This is an optimization exercise on Yosys and OpenROAD, whose aim is small area, a short achievable clock period and few clock cycles, not a production implementation. The RTL was checked by simulation tests, not by an equivalence proof against the original design. No activity file was given, so power comes from the tool's default toggle rates.

## flow/design.v

```verilog
module ALU(a, b, cin, sum);
    input [31:0] a, b;
    input cin;
    output [31:0] sum;
    wire [31:0] g0 = a & b;
    wire [31:0] p0 = a ^ b;
    wire [31:0] g1, p1, g2, p2, g3, p3, g4, p4, g5;
    wire [31:0] gi = {g0[31:1], g0[0] | (p0[0] & cin)};
    genvar i;
    generate
        for (i = 0; i < 32; i = i + 1) begin : l1
            if (i >= 1) begin : c
                assign g1[i] = gi[i] | (p0[i] & gi[i-1]);
                assign p1[i] = p0[i] & p0[i-1];
            end else begin : n
                assign g1[i] = gi[i];
                assign p1[i] = p0[i];
            end
        end
        for (i = 0; i < 32; i = i + 1) begin : l2
            if (i >= 2) begin : c
                assign g2[i] = g1[i] | (p1[i] & g1[i-2]);
                assign p2[i] = p1[i] & p1[i-2];
            end else begin : n
                assign g2[i] = g1[i];
                assign p2[i] = p1[i];
            end
        end
        for (i = 0; i < 32; i = i + 1) begin : l3
            if (i >= 4) begin : c
                assign g3[i] = g2[i] | (p2[i] & g2[i-4]);
                assign p3[i] = p2[i] & p2[i-4];
            end else begin : n
                assign g3[i] = g2[i];
                assign p3[i] = p2[i];
            end
        end
        for (i = 0; i < 32; i = i + 1) begin : l4
            if (i >= 8) begin : c
                assign g4[i] = g3[i] | (p3[i] & g3[i-8]);
                assign p4[i] = p3[i] & p3[i-8];
            end else begin : n
                assign g4[i] = g3[i];
                assign p4[i] = p3[i];
            end
        end
        for (i = 0; i < 32; i = i + 1) begin : l5
            if (i >= 16) begin : c
                assign g5[i] = g4[i] | (p4[i] & g4[i-16]);
            end else begin : n
                assign g5[i] = g4[i];
            end
        end
    endgenerate
    assign sum = p0 ^ {g5[30:0], cin};
endmodule
module GPR(clk, reset, we, waddr, wdata, ov_set,
           sa, fa, ia28, ia29, sb, fb, ib28, ib29, fwd, busA, busB, valid);
    input clk, reset, we, ov_set;
    input [4:0] waddr;
    input [31:0] wdata;
    input [31:1] sa, sb;           
    input fa, fb;                  
    input ia28, ia29, ib28, ib29;  
    input [31:0] fwd;
    output [31:0] busA, busB;
    output [31:1] valid;           
    wire [31:0] q [1:31];
    genvar i;
    generate
        for (i = 1; i < 32; i = i + 1) begin : r
            if (i == 30) begin : rst
                reg [31:0] d;
                always @(posedge clk or posedge reset) begin
                    if (reset)
                        d <= 32'b0;
                    else begin
                        if (we && waddr == 5'd30)
                            d[31:1] <= wdata[31:1];
                        if ((we && waddr == 5'd30) || ov_set)
                            d[0] <= wdata[0] | ov_set;
                    end
                end
                assign q[i] = d;
                assign valid[i] = 1'b1;
            end else begin : plain
                reg [31:0] d;
                reg val;
                always @(posedge clk)
                    if (we && waddr == i)
                        d <= wdata;
                always @(posedge clk or posedge reset)
                    if (reset)
                        val <= 1'b0;
                    else if (we && waddr == i)
                        val <= 1'b1;
                assign q[i] = d;
                assign valid[i] = val;
            end
        end
    endgenerate
    reg [31:0] ra, rb;
    integer k;
    always @* begin
        ra = ({32{fa}} & fwd) | ({32{ia28}} & 32'h00001800) | ({32{ia29}} & 32'h00002ffc);
        rb = ({32{fb}} & fwd) | ({32{ib28}} & 32'h00001800) | ({32{ib29}} & 32'h00002ffc);
        for (k = 1; k < 32; k = k + 1) begin
            ra = ra | ({32{sa[k]}} & q[k]);
            rb = rb | ({32{sb[k]}} & q[k]);
        end
    end
    assign busA = ra;
    assign busB = rb;
endmodule
module mips(clk,reset,imem_addr,imem_rdata,dmem_addr,dmem_wdata,dmem_we,dmem_rdata);
    input clk;
    input reset;
    output [9:0] imem_addr;
    input [31:0] imem_rdata;
    output [9:0] dmem_addr;
    output [31:0] dmem_wdata;
    output dmem_we;
    input [31:0] dmem_rdata;
    reg [9:0]  fpc;            
    reg [9:0]  ras;            
    reg        r_v;            
    reg [31:0] r_ir;
    reg [9:0]  r_pc;           
    reg [31:1] sa, sb;         
    reg        fa, fb;         
    reg        ia28, ia29, ib28, ib29;   
    reg        x_v;            
    reg [31:0] x_ir;
    reg [31:0] xa, xb;         
    reg [31:0] xbop;           
    reg        xfa, xfb;       
    reg        xfbop;          
    reg [31:0] pc_x;
    reg [9:0]  m_addr;
    reg [31:0] m_res;          
    reg        m_we;           
    reg        m_sb1;          
    reg        m_load, m_word, m_rwe, m_ov;
    reg [4:0]  m_waddr;
    function [22:0] decode;
        input [31:0] w;
        reg [5:0] op, fn;
        reg store, load, itype, logic_i, addi, rtype, alur, jr, beq, same, j, jal, sub, slt, rwe;
        reg [4:0] waddr;
        begin
            op = w[31:26];
            fn = w[5:0];
            store = op[5] & op[3];
            load = op[5] & ~op[3];
            itype = ~op[5] & op[3];
            logic_i = itype & op[2];
            addi = itype & ~op[2] & ~op[0];
            rtype = ~op[5] & ~op[3] & ~op[2] & ~op[1];
            alur = rtype & fn[5];
            jr = rtype & ~fn[5] & fn[3];
            beq = ~op[5] & ~op[3] & op[2];
            same = (w[25:21] == w[20:16]);
            j = ~op[5] & ~op[3] & ~op[2] & op[1];
            jal = j & op[0];
            sub = fn[1];
            slt = alur & fn[3];
            rwe = load | jal | itype | alur;
            waddr = jal ? 5'd31 : rtype ? w[15:11] : w[20:16];
            decode = {store, load, op[0], addi, jr, beq, beq & ~same, j,
                      rwe & (waddr != 5'd0), alur & ~sub, alur & sub, ~alur,
                      jal, logic_i, op[1], slt, store,
                      ~(jal | logic_i | slt | store), waddr};
        end
    endfunction
    reg [22:0] r_c, x_c;
    wire x_store  = x_c[22];
    wire x_load   = x_c[21];
    wire x_word   = x_c[20];
    wire x_addi   = x_c[19];
    wire x_jr     = x_c[18];
    wire x_beq    = x_c[17];
    wire x_beqd   = x_c[16];
    wire x_jmp    = x_c[15];
    wire x_rwe    = x_c[14];
    wire x_bb     = x_c[13];
    wire x_bnb    = x_c[12];
    wire x_bse    = x_c[11];
    wire x_rpc4   = x_c[10];
    wire x_rlogic = x_c[9];
    wire x_rlui   = x_c[8];
    wire x_rslt   = x_c[7];
    wire x_rb     = x_c[6];
    wire x_rsum   = x_c[5];
    wire [4:0] x_waddr = x_c[4:0];
    wire r_rwe    = r_c[14];
    wire r_load   = r_c[21];
    wire [4:0] r_waddr = r_c[4:0];
    wire [4:0] r_rs = r_ir[25:21];
    wire [4:0] r_rt = r_ir[20:16];
    wire ldu = r_v & x_v & x_load & x_rwe & ((x_waddr == r_rs) | (x_waddr == r_rt));
    wire flush = m_ov;                        
    wire x_commit = x_v & ~m_sb1 & ~flush;
    wire hold_r = m_sb1 | ldu;                
    wire [31:0] wdata = m_load ? (m_word ? dmem_rdata : {{24{dmem_rdata[7]}}, dmem_rdata[7:0]}) : m_res;
    wire m_wen = m_rwe & ~m_ov;
    wire [31:0] ra, rb;
    wire [31:1] valid;
    GPR GPR1(.clk(clk), .reset(reset), .we(m_wen), .waddr(m_waddr), .wdata(wdata),
             .ov_set(m_ov), .sa(sa), .fa(fa), .ia28(ia28), .ia29(ia29),
             .sb(sb), .fb(fb), .ib28(ib28), .ib29(ib29), .fwd(wdata),
             .busA(ra), .busB(rb), .valid(valid));
    wire x_byp = x_v & x_rwe & ~x_load;
    wire n_xfa = x_byp & (x_waddr == r_rs);
    wire n_xfb = x_byp & (x_waddr == r_rt);
    wire r_bb  = r_c[13];
    wire r_bnb = r_c[12];
    wire [31:0] r_se = {{16{r_ir[15]}}, r_ir[15:0]};
    wire [31:0] n_bop = r_bb ? rb : r_bnb ? ~rb : r_se;
    wire [31:0] a = xfa ? m_res : xa;
    wire [31:0] b = xfb ? m_res : xb;
    wire [15:0] imm = x_ir[15:0];
    wire [31:0] se = {{16{imm[15]}}, imm};
    wire [31:0] bop = xfbop ? (m_res ^ {32{x_bnb}}) : xbop;
    wire [31:0] sum;
    ALU ALU1(.a(a), .b(bop), .cin(x_bnb), .sum(sum));
    wire ov = (a[31] == se[31]) & (sum[31] != a[31]);
    wire lt = (a[31] != b[31]) ? a[31] : sum[31];
    wire [31:0] pc4 = pc_x + 32'd4;
    wire [31:0] logic_val = x_rlui ? {imm, 16'b0} : (a | {16'b0, imm});
    wire [31:0] res = ({32{x_rpc4}} & pc4) | ({32{x_rlogic}} & logic_val) |
                      {31'b0, x_rslt & lt} | ({32{x_rb}} & b) | ({32{x_rsum}} & sum);
    wire [9:0] maddr = a[9:0] + imm[9:0];
    wire eq = (a == b);
    wire [31:0] btarget = pc4 + {se[29:0], 2'b00};
    wire [31:0] jtarget = {pc4[31:28], x_ir[25:0], 2'b00};
    wire [31:0] npc = x_jr ? a : (x_beq & eq) ? btarget : x_jmp ? jtarget : pc4;
    wire redirect = x_commit & ((x_jr & (~r_v | (a[9:0] != r_pc))) | (x_beqd & eq));
    wire [9:0] rtarget = x_jr ? a[9:0] : btarget[9:0];
    wire [31:0] w = imem_rdata;
    wire f_j    = ~w[31] & ~w[29] & ~w[28] & w[27];
    wire f_jal  = f_j & w[26];
    wire f_beqs = ~w[31] & ~w[29] & w[28] & (w[25:21] == w[20:16]);
    wire f_jr   = ~w[31] & ~w[29] & ~w[28] & ~w[27] & ~w[5] & w[3];
    wire [9:0] fpc4 = fpc + 10'd4;
    wire [9:0] fpred = f_j  ? {w[7:0], 2'b00} :
                       f_beqs ? fpc4 + {w[7:0], 2'b00} :
                       f_jr ? ras : fpc4;
    wire [4:0] n_rs = hold_r ? r_rs : w[25:21];
    wire [4:0] n_rt = hold_r ? r_rt : w[20:16];
    wire n_mw = x_commit & x_rwe;
    wire n_fa = n_mw & (x_waddr == n_rs);
    wire n_fb = n_mw & (x_waddr == n_rt);
    wire [31:1] n_valid;
    wire [31:1] n_sa, n_sb;
    genvar i;
    generate
        for (i = 1; i < 32; i = i + 1) begin : sel
            assign n_valid[i] = valid[i] | (m_wen & (m_waddr == i));
            assign n_sa[i] = (n_rs == i) & n_valid[i] & ~n_fa;
            assign n_sb[i] = (n_rt == i) & n_valid[i] & ~n_fb;
        end
    endgenerate
    assign dmem_addr = m_addr;
    assign dmem_wdata = m_res;
    assign dmem_we = m_we;
    assign imem_addr = fpc;
    always @(posedge clk or posedge reset) begin
        if (reset) begin
            fpc <= 10'h000;
            r_v <= 1'b0;
            x_v <= 1'b0;
            pc_x <= 32'h00003000;
        end else begin
            if (x_commit)
                pc_x <= npc;
            if (flush) begin
                fpc <= pc_x[9:0];
                r_v <= 1'b0;
                x_v <= 1'b0;
            end else if (m_sb1) begin
            end else if (redirect) begin
                fpc <= rtarget;
                r_v <= 1'b0;
                x_v <= 1'b0;
            end else if (ldu) begin
                x_v <= 1'b0;
            end else begin
                fpc <= fpred;
                r_v <= 1'b1;
                x_v <= r_v;
            end
        end
    end
    always @(posedge clk) begin
        sa <= n_sa; sb <= n_sb;
        fa <= n_fa; fb <= n_fb;
        ia28 <= (n_rs == 5'd28) & ~n_valid[28] & ~n_fa;
        ia29 <= (n_rs == 5'd29) & ~n_valid[29] & ~n_fa;
        ib28 <= (n_rt == 5'd28) & ~n_valid[28] & ~n_fb;
        ib29 <= (n_rt == 5'd29) & ~n_valid[29] & ~n_fb;
        if (!hold_r) begin
            r_ir <= w;
            r_c <= decode(w);
            r_pc <= fpc;
            if (!redirect && !flush && f_jal)
                ras <= fpc4;
        end
        if (!m_sb1) begin
            x_ir <= r_ir;
            x_c <= r_c;
            xa <= ra;
            xb <= rb;
            xbop <= n_bop;
            xfa <= n_xfa;
            xfb <= n_xfb;
            xfbop <= n_xfb & (r_bb | r_bnb);
        end
    end
    always @(posedge clk or posedge reset) begin
        if (reset) begin
            m_we <= 1'b0;
            m_sb1 <= 1'b0;
            m_rwe <= 1'b0;
            m_ov <= 1'b0;
        end else if (m_sb1) begin
            m_sb1 <= 1'b0;
            m_we <= 1'b1;
        end else if (x_commit) begin
            m_we <= x_store & x_word;
            m_sb1 <= x_store & ~x_word;
            m_rwe <= x_rwe;
            m_ov <= x_addi & ov;
        end else begin
            m_we <= 1'b0;
            m_sb1 <= 1'b0;
            m_rwe <= 1'b0;
            m_ov <= 1'b0;
        end
    end
    always @(posedge clk) begin
        if (m_sb1)
            m_res[31:8] <= dmem_rdata[31:8];
        else begin
            m_addr <= maddr;
            m_res <= res;
            m_load <= x_load;
            m_word <= x_word;
            m_waddr <= x_waddr;
        end
    end
endmodule
```

## flow/flow/run.sh

```bash
#!/bin/bash
set -euo pipefail
bash standard.sh SETUP_SLACK_MARGIN=6.5 "BUFFER_PORTS_ARGS=-buffer_cell sky130_fd_sc_hd__buf_4" finish > standard_flow.log 2>&1
```

## flow/standard.sh

```bash
#!/bin/bash
# synth_recipe.tcl (not shown) runs the flow's synth.tcl, then flattens the netlist and writes it again
# the make line also repeats each setting of config.mk as NAME=value (left out here)
make -C /OpenROAD-flow-scripts/flow DESIGN_CONFIG=/design/flow/config.mk WORK_HOME=/design/flow/orfs CLKGATE_MAP_FILE= SYNTH_SCRIPT=/design/flow/synth_recipe.tcl "${@:-finish}"
```

## flow/config.mk

```make
export PLATFORM = sky130hd
export DESIGN_NAME = mips
export DESIGN_NICKNAME = mips
export VERILOG_FILES = /design/flow/design.v
export SDC_FILE = /design/flow/constraint.sdc
export NUM_CORES = 4
export LEC_CHECK = 0
export CAP_MARGIN = 20
export CORE_MARGIN = 2
export CORE_UTILIZATION = 40
export SLEW_MARGIN = 20
```

## flow/constraint.sdc

```tcl
create_clock -name core_clock -period 10.0 [get_ports {clk}]
set_input_delay 2.0000 -clock core_clock [delete_from_list [all_inputs] [get_ports {clk}]]
set_output_delay 2.0000 -clock core_clock [all_outputs]
set_load 0.01 [all_outputs]
```

==> results of run 1 <==
==> registers in the layout, summed over array words and instances (netlist names), 21 cells and up <==
name	count
GPR1.r.plain.d	960
GPR1.r.plain.val	30
GPR1.r.rst.d	32
m_res	32
pc_x	32
r_c	21
r_ir	26
sa	31
sb	31
x_ir	26
xa	32
xb	32
xbop	32
==> final timing paths <==
check	endpoint	slack, ns	depth (start not counted)
worst max-delay path	m_res[0]	6.10	15
worst min-delay path	x_c[2]	0.42	0
worst max register to register	m_res[0]	6.10	15
worst min register to register	x_c[2]	0.42	0
max in group asynchronous	pc_x[14]	6.78	4
min in group asynchronous	GPR1.r[30].rst.d[4]	1.35	2
==> power by group <==
part	total (mW)	switching, mW	internal [mW]	leakage, nW
Combinational	11.3	7.19	4.15	11.7
Sequential	9.52	1.16	8.36	13.3
Clock	5.76	2.47	3.28	2.42
Total	26.6	10.8	15.8	27.4
==> logic make-up (layout without fill, tap and decap cells) <==
group / Yosys count / in the layout / share of synthesized area
xor+xnor: 198 / 198 / 0.02682
fa+ha+maj: 93 / 93 / 0.01854
mux: 157 / 157 / 0.02590
flops: 1399 / 1399 / 0.6271
other cells: 0 / 12 / 0
buf+inv: 484 / 885 / 0.02899
compound gates: 1708 / 1732 / 0.2062
simple gates: 856 / 857 / 0.06644
==> worst register-to-register path: cells and delay by family, from the launching register on <==
family	cells	cell delay [ns]
xor gates and xnor gates	1	0.12
buffers and inverters	3	0.46
DFF	1	0.49
and+or+nand+nor	2	0.45
AOI/OAI and AO/OA	7	1.67
adders and majority gates	2	0.57
==> layer usage <==
layer	GRT usage	part of all wire
met2	0.5090	0.40
met3	0.1813	0.18
met5	0.02557	0.0016
met4	0.2538	0.095
met1	0.4418	0.33
==> timing repair <==
item	CTS	global route
pin swaps	111	118
buffers inserted	136	74
gates resized for setup	260	166
setup endpoints to repair	198	212
gates cloned	25	9
==> layout by cell type, fill, tap and decap left out, drive strengths merged, types with 92 or more instances in the layout <==
master  synthesis  final
a21oi         229    253
o21ai         112    112
nand2         188    188
inv           153    160
nand4         149    149
clkbuf        263    201
edfxtp       1197   1197
dfxtp          92     92
nor2          197    198
a22oi         188    188
a221oi        401    401
nand3          95     95
xnor2         138    138
a22o          377    377
buf            63    444
dfrtp         108    108
==> stage by stage <==
step | setup WS (ns) | total power [mW] | util | area [µm²]
floorplan | 5.865 | 14.71 | - | 65500
global placement | 4.822 | 18.03 | 0.4292 | 68920
detailed placement | 4.792 | 18.13 | 0.4297 | 68990
CTS | 6.161 | 25.20 | 0.4769 | 76580
global route | 5.994 | 27.27 | 0.4862 | 78060
finish | 6.095 | 26.62 | 0.4863 | 78080
==> area by class of cell <==
| cell class | count | share of cell area |
|---|---|---|
| Sequential cell | 1399 | 0.5219 |
| Clock buffer | 198 | 0.05222 |
| Multi-Input combinational cell | 3037 | 0.3203 |
| Inverter | 158 | 0.007900 |
| Timing Repair Buffer | 450 | 0.05089 |
| Tap cell | 2160 | 0.03461 |
| Antenna cell | 12 | 0.0003846 |
| Clock inverter | 79 | 0.01179 |
==> impl_results.md, run 1 <==
- Status: no timing/DRC/antenna violations
- # placed instances: 6960
- Fill cells: 13710
- CP peak stage delay: 0.49 ns
- Worst EP required: 10.66 ns
- Initial drt markers: 11220
- CTS Buffer Depth: 3
- Minimum clock period: 3.905 ns
- Worst Skew: 0.03106 ns
- Worst r2r src: xfa
- Crit path DAT: 4.56 ns
- WP buf/inv: 3
- Post-CTS Hold Fix Bufs: 0
- FP Rows: 147
- Worst path slowest cell: edfxtp_1
- Vias: 55390
- Mapped Avg Cell Area: 13.21 µm²
- Distinct cells, synth: 87
- Commonest cells in the netlist: 1197 x edfxtp_1, 401 x a221oi_1, 377 x a22o_1
- CP Max Fanout: 8
- Post-synth top flop: edfxtp_1
- Hold WS: 0.4182 ns
- Synth top area share: 0.5560
- Core Area: 0.1606 mm²
- H-tree depth: 4
- Period utilisation layout: 0.3905
- Drt drc: 0
- Top cells by area, synth: edfxtp_1 56%, a221oi_1 5.4%, a22o_1 5.1%
- CP startpoint: xfa
- Clock Pin Slew Worst Setup and Hold Paths: 0.06 ns
- Antenna violations before repair: 11
- Sequential cell area: 0.04075 mm²
- Clock sink count: 1399
- DP HPWL: 159100 µm
- CTS Buf Count: 149
- Vias in the first global route: 51050
- Detail Route Antenna Nets: 0
- Layout Cells excl Fill: 7493
- Die area: 0.1649 mm²
- FMAX: 0.2561 GHz
- Gate Count Post-Synth: 4895
- Leak: 27.39 nW
- Max-Cap Viols: 0
- First-pass GRT wire length: 416900 µm
- Die width: 406.0 µm
- Actual slew at the worst max-slew pin: 1.228 ns
- Multi-input gate area: 0.02501 mm²
- Setup_tns: 0 ns
- All-Layer GR Usage: 0.3672
- Port Buffers: 117
- Area delta synth->final: 20.78%
- EDFF count, synth: 1197
- Delay-heaviest family, CP: compound AO/OA/AOI/OAI gates
- Cells along the critical path: buf_6 > buf_16 > nand2_2 > a21boi_4 > inv_2 > ha_4 > or3_4 > o221a_4 > o311a_4 > o31ai_4 > a21oi_4 > a31oi_4 > xnor2_2 > maj3_2 > o21ai_2
- Syn_nets: 5053
- Die height: 406.0 µm
- CTS tree: yes
- Final-stage net count: 5353
- Final hold viol count: 0
- Worst Hold Launch: r_c[2]
- Most common cell in the netlist: edfxtp_1
- Total gr overflow: 0
- Top-Level Pins: 119
- HP Class: register to register
- Sequential cell area fraction in the yosys report: 0.6271
- DR WL/cell: 41.92 µm
- Vias per Instance: 7.393
- Final setup vio count: 0
- Post-synthesis register bit count: 1399
- PwrDens: 340.9 mW/mm²
- VDD IR-drop max: 0.2054 mV
- Largest area contributor in the netlist: edfxtp_1
- Drt first pass iters: 12
- Async set or reset register ratio after synthesis: 0.07863
- Max-slew headroom: 0.1812
- Ys Warns: 2
- Clock Latency Late Sink: 0.83 ns
- CTS root buffer: clkbuf_16
- Routability Congestion: 0.9277
- Layout cells sized above 1: 0.2308
- Initial Util: 0.4026
- Pins Over Slew Limit: 0
- Cell Area, Synth: 0.06465 mm²
- WS Path Type: register to register
- Crit start category: register
- RSZ-0062 raised after global routing: yes
- CP endpoint kind: register
- Largest net degree at the start of global routing: 91
- DRT Wirelength: 314100 µm
Testbench counts, summed over its fixed seeds: cycles 40,750.
==> run 2: changes to the inputs <==
--- a/flow/design.v
+++ b/flow/design.v
@@ -133,5 +133,5 @@
     reg [31:0] x_ir;
-    reg [31:0] xa, xb;         
+    reg [31:0] xa;             
     reg [31:0] xbop;           
-    reg        xfa, xfb;       
+    reg        xfa;            
     reg        xfbop;          
@@ -147,3 +147,3 @@
         reg [5:0] op, fn;
-        reg store, load, itype, logic_i, addi, rtype, alur, jr, beq, same, j, jal, sub, slt, rwe;
+        reg store, load, itype, logic_i, addi, rtype, alur, jr, beq, same, j, jal, sub, slt, rwe, bb, bnb;
         reg [4:0] waddr;
@@ -166,2 +166,4 @@
             slt = alur & fn[3];
+            bb = (alur & ~sub) | store;
+            bnb = (alur & sub) | beq;
             rwe = load | jal | itype | alur;
@@ -169,3 +171,3 @@
             decode = {store, load, op[0], addi, jr, beq, beq & ~same, j,
-                      rwe & (waddr != 5'd0), alur & ~sub, alur & sub, ~alur,
+                      rwe & (waddr != 5'd0), bb, bnb, ~(bb | bnb),
                       jal, logic_i, op[1], slt, store,
@@ -219,3 +221,2 @@
     wire [31:0] a = xfa ? m_res : xa;
-    wire [31:0] b = xfb ? m_res : xb;
     wire [15:0] imm = x_ir[15:0];
@@ -223,2 +224,3 @@
     wire [31:0] bop = xfbop ? (m_res ^ {32{x_bnb}}) : xbop;
+    wire [31:0] b = bop ^ {32{x_bnb}};     
     wire [31:0] sum;
@@ -311,6 +313,4 @@
             xa <= ra;
-            xb <= rb;
             xbop <= n_bop;
             xfa <= n_xfa;
-            xfb <= n_xfb;
             xfbop <= n_xfb & (r_bb | r_bnb);
==> run 2 against run 1 <==
Compared with the run above: synthesized cell count up 0.12%; register-to-register slack better by 0.08 ns; wire length down 2.3%; non-clock buffer count down 17; synthesized area down 1.3%; clock skew up 0.015 ns; die area down 1.3%; sequential power down 3.8%; final area down 1.4%; sequential share of layout area down 0.56 points; worst setup slack better by 0.085 ns.
==> impl_results.md, run 2 <==
- FMAX: 0.2618 GHz (was 0.2561 GHz)
- Mapped Avg Cell Area: 13.01 µm² (was 13.21 µm²)
- Largest Register: GPR1.r.plain.d (unchanged)
- Worst Skew: 0.04626 ns (was 0.03106 ns)
- Setup_tns: 0 ns (unchanged)
- Vias in the first global route: 50220 (was 51050)
- Die area: 0.1627 mm² (was 0.1649 mm²)
- DP HPWL: 151700 µm (was 159100 µm)
- Final hold viol count: 0 (unchanged)
- Total power: 26.22 mW (was 26.62 mW)
- Die width: 403.3 µm (was 406.0 µm)
- Initial Util: 0.4027 (was 0.4026)
- PwrDens: 340.6 mW/mm² (was 340.9 mW/mm²)
- Clock Latency Late Sink: 0.83 ns (about the same)
- Post-synthesis register bit count: 1366 (was 1399)
- Fill cells: 13490 (was 13710)
- Detail Route Antenna Nets: 0 (unchanged)
- Core Area: 0.1584 mm² (was 0.1606 mm²)
- Commonest non-fill, non-tap cell in the layout: edfxtp_1 (unchanged)
- CTS root buffer: clkbuf_16 (unchanged)
- Minimum clock period: 3.820 ns (was 3.905 ns)
- Most common cell in the netlist: edfxtp_1 (unchanged)
- CP endpoint kind: register (unchanged)
- CP peak stage delay: 0.44 ns (was 0.49 ns)
- Drt drc: 0 (unchanged)
- Vias: 54950 (was 55390)
- Most frequent cells in the layout: 1164 x edfxtp_1, 394 x a221oi_1, 384 x a22o_1 (was 1197 x edfxtp_1, 390 x a221oi_1, 378 x buf_4)
- Crit path DAT: 4.50 ns (was 4.56 ns)
- Drt first pass iters: 11 (was 12)
- Vias per Instance: 7.444 (was 7.393)
- Largest net degree at the start of global routing: 111 (was 91)
- Routability Congestion: 0.9396 (was 0.9277)
- CTS Buf Count: 142 (was 149)
- Area delta synth->final: 20.70% (was 20.78%)
- R2R Setup Slk: 6.18 ns (was 6.10 ns)
- Gate Count Post-Synth: 4901 (was 4895)
- DR WL/cell: 41.58 µm (was 41.92 µm)
- Layout cells sized above 1: 0.2286 (was 0.2308)
- Actual slew at the worst max-slew pin: 1.289 ns (was 1.228 ns)
- Period utilisation layout: 0.3820 (was 0.3905)
- Antenna violations before repair: 9 (was 11)
- Largest register FFs: 960 (unchanged)
- WS Path Type: register to register (unchanged)
- Cell Area, Synth: 0.06378 mm² (was 0.06465 mm²)
- Final Util: 0.4860 (was 0.4863)
- WP buf/inv: 2 (was 3)
- Hold Crit Depth: 0 (unchanged)
- Cells along the critical path: buf_12 > xnor2_4 > nor2_2 > a21oi_2 > fa_2 > inv_2 > fa_2 > a21o_1 > a21oi_2 > o21bai_2 > a41o_4 > a21oi_4 > nor3_4 > o31a_1 > or4_4 > a21o_1 > nand3_1 > a2bb2oi_1 (was buf_6 > buf_16 > nand2_2 > a21boi_4 > inv_2 > ha_4 > or3_4 > o221a_4 > o311a_4 > o31ai_4 > a21oi_4 > a31oi_4 > xnor2_2 > maj3_2 > o21ai_2)
- Pins Over Slew Limit: 0 (unchanged)
- Crit start category: register (unchanged)
- Max-slew headroom: 0.1408 (was 0.1812)
- Status: no timing/DRC/antenna violations (unchanged)
- Top cells by area, synth: edfxtp_1 55%, a221oi_1 5.6%, a22o_1 5.3% (was edfxtp_1 56%, a221oi_1 5.4%, a22o_1 5.1%)
- Worst path slowest cell: edfxtp_1 (unchanged)
- Post-synth top flop: edfxtp_1 (unchanged)
- Syn_nets: 5059 (was 5053)
- Delay-heaviest family, CP: compound AO/OA/AOI/OAI gates (unchanged)
- Final instance area: 0.07698 mm² (was 0.07808 mm²)
- RSZ-0062 raised after global routing: yes (unchanged)
- Stages on the worst setup path: 18 (was 15)
- First-pass GRT wire length: 407400 µm (was 416900 µm)
- H-tree depth: 4 (unchanged)
- DRT Wirelength: 306900 µm (was 314100 µm)
- Commonest cells in the netlist: 1164 x edfxtp_1, 407 x a221oi_1, 384 x a22o_1 (was 1197 x edfxtp_1, 401 x a221oi_1, 377 x a22o_1)
- Clock sink count: 1366 (was 1399)
- Top-Level Pins: 119 (unchanged)
- Sequential cell area fraction in the yosys report: 0.6201 (was 0.6271)
- Post-CTS Hold Fix Bufs: 0 (unchanged)
- HP Class: register to register (unchanged)
- CP Max Fanout: 4 (was 8)
- Async set or reset register ratio after synthesis: 0.08053 (was 0.07863)
- Leak: 26.82 nW (was 27.39 nW)
- VDD IR-drop max: 0.1895 mV (was 0.2054 mV)
- Total gr overflow: 0 (unchanged)
- Distinct cells, synth: 100 (was 87)
- Die height: 403.3 µm (was 406.0 µm)
- Clock Pin Slew Worst Setup and Hold Paths: 0.06 ns (about the same)
- All-Layer GR Usage: 0.3605 (was 0.3672)
- Initial drt markers: 11330 (was 11220)
- Max-Cap Viols: 0 (unchanged)
- Final-stage net count: 5329 (was 5353)
- Final setup vio count: 0 (unchanged)
- CTS Buffer Depth: 3 (unchanged)
- CTS tree: yes (unchanged)
- R2R depth: 18 (was 15)
- Placed Area: 0.06764 mm² (was 0.06899 mm²)
- Ys Warns: 2 (unchanged)
- Synth top area share: 0.5480 (was 0.5560)
- Port Buffers: 117 (unchanged)
- Worst EP required: 10.68 ns (was 10.66 ns)
- Largest area contributor in the netlist: edfxtp_1 (unchanged)
- EDFF count, synth: 1164 (was 1197)
- FP Rows: 146 (was 147)
-- run 2: cell types whose count changed in the layout (fill, tap and decap cells not counted), sizes merged, moves of 18 or more --
cell    delta
nand3     -19
a221o     -23
o221ai    -31
mux2i     -27
buf       -18
xnor2     +21
edfxtp    -33
a21oi     +19
nor3      -26
o21ai     +30
a22oi     -29
nand2     +31
nor2      +20
-- run 2: final timing paths --
check | from | end
worst max-delay path | x_c[12] | m_res[30]
worst min-delay path | r_c[3] | x_c[3]
worst max register to register | x_c[12] | m_res[30]
worst min register to register | r_c[3] | x_c[3]
max in group asynchronous | reset | pc_x[10]
min in group asynchronous | reset | GPR1.r[30].rst.d[4]
-- run 2: per-stage QoR --
stage	hold WS, ns	instances	setup slack [ns]
after floorplan	0.4003	4901	6.061
after global placement	0.4031	6857	4.242
after detailed placement	0.4054	6857	4.238
after CTS	0.4171	7256	6.157
after global routing	0.4235	7367	6.017
final	0.4169	7382	6.180
-- run 2: metal layers --
metal | track usage | vias up | share of wire
met5 | 0.007136 | - | 0.0014
met4 | 0.2249 | 17 | 0.085
met3 | 0.1743 | 1654 | 0.17
met2 | 0.5119 | 5660 | 0.41
met1 | 0.4373 | 26960 | 0.34
li1 | - | 20660 | -
-- run 2: cells by family after synthesis --
family,synth area share
and+or+nand+nor,0.06892
buffers and inverters,0.03033
adders and majority gates,0.01864
muxes,0.01923
xor gates and xnor gates,0.03125
AOI/OAI and AO/OA,0.2115
DFF,0.6201
-- run 2: where the power goes --
part	leakage (nW)	internal, mW	switching, mW	total, mW
logic	11.6	4.25	7.19	11.4
clock network	2.35	3.19	2.43	5.62
registers	12.9	8.09	1.07	9.16
-- run 2: final cells by class --
cell class / count / area, µm² / area share
clock inverters: 85 / 1084 / 0.01408
inverters: 142 / 584.3 / 0.007590
clock buffers: 181 / 3781 / 0.04912
multi-input cells: 3085 / 25370 / 0.3296
repair buffers: 433 / 3771 / 0.04899
flip-flops and latches: 1366 / 39740 / 0.5163
well taps: 2072 / 2592 / 0.03368
diodes: 17 / 42.54 / 0.0005526
repair inverters: 1 / 8.758 / 0.0001138
-- run 2: worst register-to-register path, delay by kind of cell (launching register included) --
| family | cells | cell delay [ns] |
|---|---|---|
| buffers and inverters | 2 | 0.21 |
| adders and majority gates | 2 | 0.60 |
| AOI/OAI and AO/OA | 9 | 1.63 |
| xor gates and xnor gates | 1 | 0.15 |
| and+or+nand+nor | 4 | 0.64 |
| DFF | 1 | 0.44 |
-- run 2: what timing repair did --
action | CTS | global route
setup endpoints to repair | 261 | 177
gates cloned | 27 | 8
resized for setup | 252 | 225
pin swaps | 107 | 138
endpoints found under the hold margin | 0 | 0
setup buffers | 106 | 100
Testbench counts of run 2, summed over its fixed seeds: cycles 40,750.
==> run 3: changes to the inputs <==
--- a/flow/design.v
+++ b/flow/design.v
@@ -130,2 +130,3 @@
     reg        fa, fb;         
+    reg        ldm;            
     reg        ia28, ia29, ib28, ib29;   
@@ -204,3 +205,4 @@
     wire x_commit = x_v & ~m_sb1 & ~flush;
-    wire hold_r = m_sb1 | ldu;                
+    wire hold_r = m_sb1 | ldu | (ldm & r_v);  
+    wire r_wait = ldu | (ldm & r_v);
     wire [31:0] wdata = m_load ? (m_word ? dmem_rdata : {{24{dmem_rdata[7]}}, dmem_rdata[7:0]}) : m_res;
@@ -211,3 +213,3 @@
              .ov_set(m_ov), .sa(sa), .fa(fa), .ia28(ia28), .ia29(ia29),
-             .sb(sb), .fb(fb), .ib28(ib28), .ib29(ib29), .fwd(wdata),
+             .sb(sb), .fb(fb), .ib28(ib28), .ib29(ib29), .fwd(m_res),
              .busA(ra), .busB(rb), .valid(valid));
@@ -251,3 +253,4 @@
     wire [4:0] n_rt = hold_r ? r_rt : w[20:16];
-    wire n_mw = x_commit & x_rwe;
+    wire n_mw = x_commit & x_rwe & ~x_load;
+    wire n_ldm = x_commit & x_rwe & x_load & ((x_waddr == n_rs) | (x_waddr == n_rt));
     wire n_fa = n_mw & (x_waddr == n_rs);
@@ -286,3 +289,3 @@
                 x_v <= 1'b0;
-            end else if (ldu) begin
+            end else if (r_wait) begin
                 x_v <= 1'b0;
@@ -298,2 +301,3 @@
         fa <= n_fa; fb <= n_fb;
+        ldm <= n_ldm;
         ia28 <= (n_rs == 5'd28) & ~n_valid[28] & ~n_fa;
==> run 3 against run 2 <==
Compared with the run above: still clean; clock power hardly changed; clock skew is 0.017 ns lower; final cell count is 3.9% higher; clock-buffer cell count is 7 higher; total power is 1.1% higher; first-iteration DRC count is 5.5% lower; utilization is 0.18 points lower; critical endpoint is now m_res[0]; largest cell class unchanged.
==> impl_results.md, run 3 <==
- Ys Warns: 2 (unchanged)
- Area delta synth->final: 20.60% (was 20.70%)
- Commonest cells in the netlist: 1164 x edfxtp_1, 574 x a22oi_1, 289 x clkbuf_1 (was 1164 x edfxtp_1, 407 x a221oi_1, 384 x a22o_1)
- Antenna violations before repair: 7 (was 9)
- H-tree depth: 4 (unchanged)
- Crit start category: register (unchanged)
- Pins Over Slew Limit: 0 (unchanged)
- FMAX: 0.2560 GHz (was 0.2618 GHz)
- Routability Congestion: 0.9762 (was 0.9396)
- Largest Register: GPR1.r.plain.d (unchanged)
- Max-slew headroom: 0.09507 (was 0.1408)
- First-pass GRT wire length: 429400 µm (was 407400 µm)
- Die width: 405.0 µm (was 403.3 µm)
- CTS tree: yes (unchanged)
- Clock Latency Late Sink: 0.82 ns (was 0.83 ns)
- RSZ-0062 raised after global routing: yes (unchanged)
- Async set or reset register ratio after synthesis: 0.08047 (was 0.08053)
- Largest register FFs: 960 (unchanged)
- Sequential cell area fraction in the yosys report: 0.6152 (was 0.6201)
- Top-Level Pins: 119 (unchanged)
- Final hold viol count: 0 (unchanged)
- Gate Count Post-Synth: 5106 (was 4901)
- # placed instances: 7181 (was 6857)
- Worst path slowest cell: edfxtp_1 (unchanged)
- Drt first pass iters: 9 (was 11)
- CTS root buffer: clkbuf_16 (unchanged)
- Vias per Instance: 7.362 (was 7.444)
- EDFF count, synth: 1164 (unchanged)
- FP Rows: 147 (was 146)
- Clock Pin Slew Worst Setup and Hold Paths: 0.06 ns (about the same)
- VDD IR-drop max: 0.2205 mV (was 0.1895 mV)
- Layout Cells excl Fill: 7667 (was 7382)
- Die height: 405.0 µm (was 403.3 µm)
- Final-stage net count: 5533 (was 5329)
- Worst Skew: 0.02881 ns (was 0.04626 ns)
- Most frequent cells in the layout: 1164 x edfxtp_1, 573 x a22oi_1, 418 x buf_4 (was 1164 x edfxtp_1, 394 x a221oi_1, 384 x a22o_1)
- Status: no timing/DRC/antenna violations (unchanged)
- Actual slew at the worst max-slew pin: 1.347 ns (was 1.289 ns)
- Vias in the first global route: 52140 (was 50220)
- Cells along the critical path: buf_12 > buf_12 > buf_16 > nand2_4 > a21boi_4 > buf_6 > clkinvlp_4 > ha_4 > o211a_1 > o31a_1 > o41a_1 > o211ai_1 > buf_4 > a31o_4 > a31oi_4 > xnor2_2 > mux2i_2 > a221o_1 (was buf_12 > xnor2_4 > nor2_2 > a21oi_2 > fa_2 > inv_2 > fa_2 > a21o_1 > a21oi_2 > o21bai_2 > a41o_4 > a21oi_4 > nor3_4 > o31a_1 > or4_4 > a21o_1 > nand3_1 > a2bb2oi_1)
- Final setup vio count: 0 (unchanged)
- Initial drt markers: 10710 (was 11330)
- CTS Buffer Depth: 3 (unchanged)
- Largest net degree at the start of global routing: 98 (was 111)
- Drt drc: 0 (unchanged)
- DRT Wirelength: 321900 µm (was 306900 µm)
- Largest area contributor in the netlist: edfxtp_1 (unchanged)
- Die area: 0.1640 mm² (was 0.1627 mm²)
- DR WL/cell: 41.99 µm (was 41.58 µm)
- Setup_tns: 0 ns (unchanged)
- HP Class: register to register (unchanged)
- All-Layer GR Usage: 0.3806 (was 0.3605)
- Final WS setup: 6.094 ns (was 6.180 ns)
- Max-Cap Viols: 0 (unchanged)
- Port Buffers: 117 (unchanged)
- Clock sink count: 1367 (was 1366)
- Syn_nets: 5264 (was 5059)
- Minimum clock period: 3.906 ns (was 3.820 ns)
- Most used cell along the critical path: buf_12
- CTS Buf Count: 144 (was 142)
- Top cells by area, synth: edfxtp_1 54%, a22oi_1 6.7%, dfrtp_1 4.2% (was edfxtp_1 55%, a221oi_1 5.6%, a22o_1 5.3%)
- DP HPWL: 177800 µm (was 151700 µm)
- Crit path DAT: 4.47 ns (was 4.50 ns)
- CP Max Fanout: 5 (was 4)
- Post-CTS Hold Fix Bufs: 0 (unchanged)
- Commonest non-fill, non-tap cell in the layout: edfxtp_1 (unchanged)
- CP peak stage delay: 0.42 ns (was 0.44 ns)
- Post-synthesis register bit count: 1367 (was 1366)
- Period utilisation layout: 0.3906 (was 0.3820)
- Mapped Avg Cell Area: 12.60 µm² (was 13.01 µm²)
- WS Path Type: register to register (unchanged)
- Worst EP required: 10.56 ns (was 10.68 ns)
- Layout cells sized above 1: 0.2210 (was 0.2286)
- Initial Util: 0.4015 (was 0.4027)
- Leak: 26.80 nW (was 26.82 nW)
- Most common cell in the netlist: edfxtp_1 (unchanged)
- Cell Area, Synth: 0.06433 mm² (was 0.06378 mm²)
- Synth top area share: 0.5434 (was 0.5480)
- Core Area: 0.1602 mm² (was 0.1584 mm²)
- Distinct cells, synth: 89 (was 100)
- Fill cells: 13990 (was 13490)
- CP endpoint kind: register (unchanged)
- Total gr overflow: 0 (unchanged)
- Vias: 56450 (was 54950)
- PwrDens: 341.5 mW/mm² (was 340.6 mW/mm²)
- Post-synth top flop: edfxtp_1 (unchanged)
- Detail Route Antenna Nets: 0 (unchanged)
- Post-place setup slack: 3.996 ns (was 4.238 ns)
-- run 3: changes by cell type in the layout (fill, tap and decap cells not counted), sizes merged, moves of 20 or more --
cell    before  now
a221oi     408  225
a22o       384  213
buf        426  474
a211o       44    1
o211ai      41   73
nor3        35   60
nor4        49   76
or4          9   40
a21oi      272  230
nand3       76  158
nand2      219  199
a22oi      159  577
-- run 3: power breakdown --
part / internal [mW] / total (mW) / switching, mW
logic: 4.27 / 11.7 / 7.41
registers: 8.16 / 9.20 / 1.05
clock network: 3.21 / 5.62 / 2.41
-- run 3: what timing repair did --
item / in CTS / in global routing
cloned: 11 / 5
buffers inserted: 136 / 56
resized for setup: 289 / 165
setup endpoints to repair: 131 / 194
pin swaps: 84 / 81
-- run 3: routing by layer --
layer,vias to the layer above,wire length (µm),GRT usage
met5,-,25,0
met4,4,32280,0.2821
met3,1807,54660,0.1759
met2,5849,130300,0.5391
met1,27540,104600,0.4505
li1,21250,-,-
-- run 3: logic make-up after synthesis --
group,count (synthesis),share of synthesized area
buffers and inverters,500,0.03104
adder cells (fa/ha/maj),92,0.01848
flip-flops,1367,0.6152
XOR/XNOR,216,0.02941
multiplexers,111,0.01844
AO/OA/AOI/OAI,1762,0.2034
AND/OR/NAND/NOR,1058,0.08403
-- run 3: final timing paths --
kind                        start                  end  slack [ns]  cells past startpoint
max                           xfa             m_res[0]        6.09                     18
min                        r_c[7]               x_c[7]        0.41                      0
max reg2reg                   xfa             m_res[0]        6.09                     18
min reg2reg                r_c[7]               x_c[7]        0.41                      0
max in group asynchronous   reset               fpc[7]        7.29                      3
min in group asynchronous   reset  GPR1.r[30].rst.d[8]        1.34                      2
-- run 3: final cells by class --
cell class | count | area (µm²) | area share
diodes | 9 | 22.52 | 0.0002903
inverters | 138 | 548.0 | 0.007064
flip-flops and latches | 1367 | 39760 | 0.5125
repair buffers | 482 | 4284 | 0.05522
clock buffers | 188 | 3974 | 0.05122
well taps | 2160 | 2703 | 0.03484
clock inverters | 81 | 888.4 | 0.01145
multi-input cells | 3242 | 25400 | 0.3274
-- run 3: worst max-delay path, delay by kind of cell, from the launching register on --
kind | cells | cell delay (ns)
AOI/OAI and AO/OA | 8 | 1.71
adders and majority gates | 1 | 0.22
DFF | 1 | 0.42
buffers and inverters | 6 | 0.85
xor gates and xnor gates | 1 | 0.19
muxes | 1 | 0.20
and+or+nand+nor | 1 | 0.07
-- run 3: metrics by stage --
step	instance area, µm²	power [mW]	hold WS (ns)	utilization
detailed placement	68550	18.47	0.4045	0.4279
global route	77560	27.21	0.4134	0.4841
finish	77580	26.49	0.4137	0.4843
CTS	76130	25.22	0.4136	0.4752
floorplan	65010	14.73	0.4003	-
global placement	68530	18.37	0.4007	0.4278
Testbench counts of run 3, summed over its fixed seeds: cycles 40,879.

port drivers added, routing unchanged:
The flow's constraints put no driver on any port. The routed layouts listed below were extracted and timed again, unchanged, in two steps.
Step 1: set_driving_cell puts a clkbuf_16 on clk and a buf_2 on each other input, an assumption about the parent block.
Step 2 times the ports against the registers' clock, not the clock port: input delays grow and output delays shrink by t, the midpoint of the rising clock arrivals with the driver on.
Slacks: ideal ports / drivers / drivers and shift; pairs: ideal ports / drivers.
run | shift t [ns] | setup slack, ns | worst setup path after step 2 | worst data-port slew with drivers (ns) | cell pins on the clock port's net
run 1 | 0.900 | 6.095 / 6.095 / 5.364 | input to register | 0.07 | 1
run 2 | 0.891 | 6.180 / 6.180 / 5.482 | input to register | 0.09 | 1
run 3 | 0.887 | 6.094 / 6.094 / 5.695 | input to register | 0.08 | 1
After both steps setup and hold are still met in every run listed. For run 1, which loses most, drivers alone change the setup slack by 0.000 ns; drivers and shift together by -0.731 ns.
